This is an optimization exercise on Yosys and OpenROAD, whose aim is small area, not a production implementation.
Only simulation tests tie the RTL to the original design; equivalence was not proved.
No activity file was given, so power comes from the tool's default toggle rates.

==> inputs of try-zinc <==
// ALU
module ALU(input [7:0] a, b, input [3:0] oper, input clk,
           output reg [7:0] msb, lsb);
    wire [7:0] pp [0:7];
    wire [7:0] s  [0:7];    
    wire [6:0] c  [0:7];    
    wire [15:0] prod;
    genvar i, j, k;
    generate
        for (i = 0; i < 8; i = i + 1) begin : ppg
            assign pp[i] = a & {8{b[i]}};
        end
        assign s[0] = pp[0];
        assign c[0] = 7'h00;
        for (i = 1; i < 8; i = i + 1) begin : mrow
            for (j = 0; j < 7; j = j + 1) begin : mcl
                wire x = pp[i][j];
                wire y = s[i-1][j+1];
                wire z = c[i-1][j];
                assign s[i][j] = x ^ y ^ z;
                assign c[i][j] = (x & y) | (x & z) | (y & z);
            end
            assign s[i][7] = pp[i][7];
        end
        for (i = 0; i < 8; i = i + 1) begin : plo
            assign prod[i] = s[i][0];
        end
    endgenerate
    wire [7:0] fc;
    assign fc[0] = 1'b0;
    generate
        for (j = 0; j < 7; j = j + 1) begin : fadd
            wire x = s[7][j+1];
            wire y = c[7][j];
            assign prod[8+j] = x ^ y ^ fc[j];
            assign fc[j+1] = (x & y) | (x & fc[j]) | (y & fc[j]);
        end
    endgenerate
    assign prod[15] = fc[7];
    wire isdiv = (oper == 4'h3) | (oper == 4'h4);
    wire add   = (oper == 4'h0);
    wire gt    = (oper == 4'hE);
    wire [7:0] q;
    wire co;
    generate
        for (k = 7; k >= 0; k = k - 1) begin : row
            localparam integer W = 8 - k;
            wire [W-1:0] x;
            wire [W-1:0] bb;
            wire [W:0]   cc;
            wire [W-1:0] r;
            wire         qq;
            if (k == 7) begin : first
                assign x = a[7];
            end else begin : next
                assign x = {row[k+1].r, a[k]};
            end
            if (k == 0) begin : r0
                assign bb = b ^ {8{add}};
                assign cc[0] = ~(add | gt);
                assign qq = ~isdiv | cc[W];
                assign co = cc[W];
            end else begin : rk
  ...
Settings: LEC_CHECK=0, CAP_MARGIN=0, CORE_MARGIN=2, CORE_UTILIZATION=40, CTS_BUF_LIST=sky130_fd_sc_hd__clkbuf_4, GPL_TIMING_DRIVEN=0, SETUP_SLACK_MARGIN=-0.5, SLEW_MARGIN=0; clock period 12.5 ns.
standard.sh (not shown) runs the stock make flow with config.mk's settings and CLKGATE_MAP_FILE= SYNTH_SCRIPT=/design/flow/synth_recipe.tcl, a recipe that flattens the netlist after the stock synthesis.
==> flow/flow/run.sh <==
#!/bin/bash
# Own flow: the standard synthesis (kept for reference), then the
# hand-built netlist in flow/net.v (same registers, same names) in its place,
# then the standard layout from floorplan to finish. Port buffers are
# buf_1 cells.
set -euo pipefail
R=orfs/results/$FLOW_PLATFORM/ALU/base
bash standard.sh synth > std_synth.log 2>&1
cp $R/1_2_yosys.v std_1_2_yosys.v
cp flow/net.v $R/1_2_yosys.v
touch $R/1_2_yosys.v
bash standard.sh "BUFFER_PORTS_ARGS=-buffer_cell sky130_fd_sc_hd__buf_1" finish > layout.log 2>&1
Other scripts of this flow, unchanged in this note and not shown: flow/flow/net.v
==> try-ember: changes against try-zinc <==
--- a/flow/flow/run.sh
+++ b/flow/flow/run.sh
@@ -9,4 +9,4 @@
 cp $R/1_2_yosys.v std_1_2_yosys.v
 cp flow/net.v $R/1_2_yosys.v
 touch $R/1_2_yosys.v
-bash standard.sh "BUFFER_PORTS_ARGS=-buffer_cell sky130_fd_sc_hd__buf_1" finish > layout.log 2>&1
+bash standard.sh "BUFFER_PORTS_ARGS=-buffer_cell sky130_fd_sc_hd__buf_2" finish > layout.log 2>&1
--- a/flow/config.mk
+++ b/flow/config.mk
@@ -8,7 +8,5 @@
 export CAP_MARGIN = 0
 export CORE_MARGIN = 2
 export CORE_UTILIZATION = 40
-export CTS_BUF_LIST = sky130_fd_sc_hd__clkbuf_4
-export GPL_TIMING_DRIVEN = 0
 export SETUP_SLACK_MARGIN = -0.5
 export SLEW_MARGIN = 0
==> comparison table <==
                                                                                      try-zinc                  try-ember
Outcome                                                                complete, no violations    complete, no violations
Internal power of the cells                                                           0.191 mW                   0.212 mW
Footprint of the multi-input gates                                                    3230 µm²                   3230 µm²
RePlAce Congestion                                                                       0.821                      0.819
Worst slew slack as a fraction of its limit                                              0.241                      0.445
Slowest stage cell on the critical path                               sky130_fd_sc_hd__xnor2_1   sky130_fd_sc_hd__o21ai_1
Largest net degree at the start of global routing                                           27                         26
Switching Power                                                                       0.165 mW                   0.167 mW
Share of final-layout standard cells stronger than drive strength 1                     0.0542                      0.133
Sequential share of cell area                                                           0.0802                     0.0777
Bufs w/o clock                                                                              39                         48
Share of the clock period used by the worst path                                         0.946                      0.954
Fillcell total                                                                             897                        871
Net count, final                                                                           587                        596
Worst voltage drop across the vdd grid                                             0.0000353 V                0.0000386 V
Clock share of power                                                                     0.076                      0.121
Root Buffer Master                                                   sky130_fd_sc_hd__clkbuf_4  sky130_fd_sc_hd__clkbuf_8
Critical path destination                                                               lsb[0]                     lsb[6]
Achievable frequency                                                                  84.6 MHz                   83.8 MHz
Relative contribution of sequential cells to total power                                 0.177                      0.165
Clock group total power                                                              0.0272 mW                  0.0459 mW

## re-timing with driven ports
How much do the figures lean on ideal ports? The routed layouts below were timed once more, with nothing changed but the port constraints.
Step 1 (the two cells are an assumption about what drives the block):
set clk [get_ports {clk}]
set_driving_cell -lib_cell sky130_fd_sc_hd__clkbuf_16 $clk
set_driving_cell -lib_cell sky130_fd_sc_hd__buf_2 [delete_from_list [all_inputs] $clk]
Step 2 also shifts input and output timing later by t, the mid clock arrival at the registers, as if the neighbouring blocks saw the same clock.
a / b / c = no drivers / after step 1 / after step 2; a / b = the first two.
| run | t (ns) | slack for setup (ns) | hold WS [ns] |
|---|---|---|---|
| try-zinc | 0.305 | 0.676 / 0.681 / 0.376 | 2.756 / 2.757 / 2.914 |
| try-ember | 0.279 | 0.572 / 0.577 / 0.298 | 2.670 / 2.668 / 2.912 |
After both steps setup and hold are still met in every run listed. The setup slack of try-zinc, which loses most, moves by +0.005 ns with the drivers and by -0.300 ns with both steps.
